Context: an optimization exercise on an open-source flow, tuned for small area, a short achievable clock period and few clock cycles per item. The choices shown serve that exercise and are no tape-out recipe.

==> juniper <==
Design CordicAccelerator, start of the top module:
module CordicAccelerator(
  input         clock,
  input         reset,
  input         cmd_valid,
  output        cmd_ready,
  input  [6:0]  cmd_funct,
  input  [4:0]  cmd_rd,
  input  [63:0] cmd_rs1,
  input  [63:0] cmd_rs2,
  output        resp_valid,
  input         resp_ready,
  output [4:0]  resp_rd,
  output [63:0] resp_data,
  output        busy
);
Settings: LEC_CHECK=0, CAP_MARGIN=20, CORE_MARGIN=2, CORE_UTILIZATION=60, CTS_BUF_LIST=sky130_fd_sc_hd__clkbuf_4 sky130_fd_sc_hd__clkbuf_8, SETUP_SLACK_MARGIN=2.5, SLEW_MARGIN=20; clock period 6.0 ns.
run.sh (not shown) runs the stock make flow with config.mk's settings and CLKGATE_MAP_FILE= SYNTH_SCRIPT=/design/flow/synth_recipe.tcl, a recipe that flattens the netlist after the stock synthesis.
==> inputs of amber, as changes to juniper <==
--- a/flow/design.v
+++ b/flow/design.v
@@ -687,63 +687,50 @@
     p29_x <= x204;
     p29_y <= yt205;
     p29_rd <= p28_rd;
     p29_fn <= p28_fn;
     p29_dn <= p28_dn;
     p29_d <= p28_d;
   end
-  wire [31:0] ys212 = $signed(p29_y) >>> 29;
-  wire [31:0] xs213 = $signed(p29_x) >>> 29;
-  wire [31:0] x210 = addc(p29_x, ys212, ~p29_d);
-  wire [31:0] xg215 = xs213 & {32{~p29_dn}};
-  wire [31:0] u214 = addc(p29_y, ~xg215, 1'b1);
-  wire [31:0] yt211 = u214 ^ {32{p29_d ^ p29_d}};
-  reg [31:0] p30_x, p30_y;
-  reg [4:0] p30_rd;
-  reg p30_fn, p30_dn, p30_v;
-  reg p30_d;
-  always @(posedge clock) begin
-    if (reset) p30_v <= 1'b0;
-    else p30_v <= p29_v;
-    p30_x <= x210;
-    p30_y <= yt211;
-    p30_rd <= p29_rd;
-    p30_fn <= p29_fn;
-    p30_dn <= p29_dn;
-    p30_d <= p29_d;
-  end
-  wire [31:0] ys218 = $signed(p30_y) >>> 30;
-  wire [31:0] xs219 = $signed(p30_x) >>> 30;
-  wire [31:0] x216 = addc(p30_x, ys218, ~p30_d);
-  wire [31:0] xg221 = xs219 & {32{~p30_dn}};
-  wire [31:0] u220 = addc(p30_y, ~xg221, 1'b1);
-  wire [31:0] yt217 = u220 ^ {32{p30_d ^ p30_d}};
-  reg [31:0] p31_x, p31_y;
-  reg [4:0] p31_rd;
-  reg p31_fn, p31_dn, p31_v;
-  reg p31_d;
-  always @(posedge clock) begin
-    if (reset) p31_v <= 1'b0;
-    else p31_v <= p30_v;
-    p31_x <= x216;
-    p31_y <= yt217;
-    p31_rd <= p30_rd;
-    p31_fn <= p30_fn;
-    p31_dn <= p30_dn;
-    p31_d <= p30_d;
-  end
-  wire [31:0] y31 = p31_y ^ {32{~p31_d}};
-  wire [31:0] em = p31_fn ? y31 : p31_x;
-  wire eon = p31_fn ? p31_x[31] : y31[31];
-  wire etn = ~(p31_fn ^ p31_d);   
-  wire [31:0] emp = em + 32'd1;
-  wire [31:0] emm = em - 32'd1;
-  assign res = eon ? (etn ? emp : emm) : em;
-  assign end_rd = p31_rd;
-  wire end_v = p31_v;
+  wire [31:0] y29 = p29_y ^ {32{~p29_d}};
+  wire [31:0] em = p29_fn ? y29 : p29_x;
+  wire [31:0] eo = p29_fn ? p29_x : y29;
+  wire etn = ~(p29_fn ^ p29_d);   
+  wire [4:0] em3 = {{2{em[31]}}, em[31:29]};
+  wire [4:0] eo3 = {{2{eo[31]}}, eo[31:29]};
+  wire [4:0] ea = etn ? -eo3 : eo3;
+  wire [4:0] eb = etn ? em3 : -em3;
+  wire [4:0] eml = {2'b00, em[2:0]};
+  wire [4:0] eol = {2'b00, eo[2:0]};
+  wire m_all1 = &em[29:3];
+  wire m_all0 = ~|em[29:3];
+  wire o_all1 = &eo[29:3];
+  wire o_all0 = ~|eo[29:3];
+  wire [4:0] es1 = eml + ea;
+  wire [1:0] et2m = em[31:30] + {1'b0, ~es1[4] & es1[3] & m_all1} - {1'b0, es1[4] & m_all0};
+  wire [4:0] eob = eol + eb;
+  wire [1:0] et2o = eo[31:30] + {1'b0, ~eob[4] & eob[3] & o_all1} - {1'b0, eob[4] & o_all0};
+  wire [4:0] es3_1 = etn ? eob + 5'd1 : eob - 5'd1;
+  wire [4:0] es3_2 = etn ? eob - 5'd2 : eob + 5'd2;
+  wire [4:0] es3_3 = etn ? eob - 5'd1 : eob + 5'd1;
+  wire [4:0] es3 = et2m[1] ? (et2m[0] ? es3_3 : es3_2) : (et2m[0] ? es3_1 : eob);
+  wire esgn = eo[31] ^ (~es3[4] & es3[3] & o_all1 & eo[30]) ^ (es3[4] & o_all0 & ~eo[30]);
+  wire [4:0] eq0 = {{3{et2o[1]}}, et2o};
+  wire [4:0] eq1 = eq0 - 5'd1;
+  wire [4:0] ee0 = p29_dn ? 5'd0 : (etn ? -eq0 : eq0);
+  wire [4:0] ee1 = p29_dn ? 5'd0 : (etn ? -eq1 : eq1);
+  wire [4:0] es4_0 = es1 + ee0;
+  wire [4:0] es4_1 = es1 + ee1;
+  wire [4:0] es4 = esgn ? es4_1 : es4_0;
+  wire [28:0] emh = em[31:3];
+  wire [28:0] emhp = emh + 29'd1;
+  wire [28:0] emhm = emh - 29'd1;
+  assign res = {es4[4] ? emhm : (es4[3] ? emhp : emh), es4[2:0]};
+  assign end_rd = p29_rd;
+  wire end_v = p29_v;
   reg [31:0] h_data, k_data;
   reg [4:0] h_rd, k_rd;
   reg hv, kv, busy_r;
   reg blocked;
   reg [4:0] wait_n;
   wire wait_0 = (wait_n == 5'd0);
   wire push = end_v & ~(hv & kv) & (~blocked | wait_0);
@@ -778,17 +765,15 @@
       p21_v |
       p22_v |
       p23_v |
       p24_v |
       p25_v |
       p26_v |
       p27_v |
-      p28_v |
-      p29_v |
-      p30_v;
+      p28_v;
   always @(posedge clock) begin
     if (reset) begin
       hv <= 1'b0;
       kv <= 1'b0;
       busy_r <= 1'b0;
       blocked <= 1'b0;
     end else begin
@@ -797,15 +782,15 @@
       busy_r <= inflight_n;
       if (recirc & (~blocked | wait_0))
         blocked <= 1'b1;
       else if (push & blocked)
         blocked <= 1'b0;
     end
     if (recirc & (~blocked | wait_0))
-      wait_n <= 5'd30;
+      wait_n <= 5'd28;
     else
       wait_n <= wait_n - 5'd1;
     if (h_load) begin
       h_data <= kv ? k_data : res;
       h_rd <= kv ? k_rd : end_rd;
     end
     if (h_load ? kv : ~kv) begin
SETUP_SLACK_MARGIN = 2.7   (was 2.5)
==> comparison <==
In amber the worst hold slack is lower than in juniper, by 16 ps. In juniper the die area is larger than in amber, by about 7.5%. Of juniper and amber, juniper has the higher register-to-register slack (gap 3800 ps). juniper went through all stages and came out clean. amber finished with negative setup slack left. Between amber and juniper, the lower synthesized cell count is in amber (gap about 7.5%, measured against juniper). In amber the sequential share of layout area is higher than in juniper, by 0.58 points. Between juniper and amber, the lower clock-buffer cell count is in amber (gap 41).
==> figures <==
	juniper	amber
Post-Syn Area per Cell	10.04 um^2	10.09 um^2
Vias after detailed routing	101294	95239
Clock-pin slew reported for the worst setup and hold paths after clock tree synthesis	70 ps	60 ps
Largest fanout on the critical path	5	6
Detail-routed net length per standard cell	18.26 um	21.30 um
Total GRT Usage	26.98%	31.99%
Sequential area share after synthesis	36.10%	36.60%
Die height	486.4 um	469.1 um
Crit-path slowest cell	dfxtp_4	a311oi_4
Worst max-slew margin expressed relative to the limit	22.07%	27.60%
Outcome	no timing/DRC/antenna violations	complete, but fails checks
Violated checks	-	negative setup slack
Achievable Freq	245.9 MHz	126.8 MHz
Inverter count	770	687
Reg2reg path depth	16	34
Ratio of layout area to synthesized area	1.1590x	1.1509x
Endpoint of the most critical register-to-register path	h_data[24]	h_data[23]
No run of this note included a check of the RTL's function; only the layout flow was run.

## separate check: timing with driven ports
No port has a modelled driver above. Below, the same layouts with a new extraction and two added sets of constraints. Step 1, drivers: a clkbuf_16 drives clock and a buf_2 each remaining input, both assumed. Step 2 also shifts input and output timing later by t, the mid clock arrival at the registers, as if the neighbouring blocks saw the same clock. Slacks: ideal / step 1 / step 2; pairs: ideal / step 1.
run | t, ns | setup slack, ns | worst setup path after step 2 | cell pins on the clock port's net
juniper | 1.137 | 1.934 / 1.934 / 1.243 | input to register | 1
amber | 1.139 | -1.885 / -1.885 / -1.885 | register to register | 1
The setup slack of juniper, which loses most, moves by 0.000 ns with the drivers and by -0.691 ns with both steps.
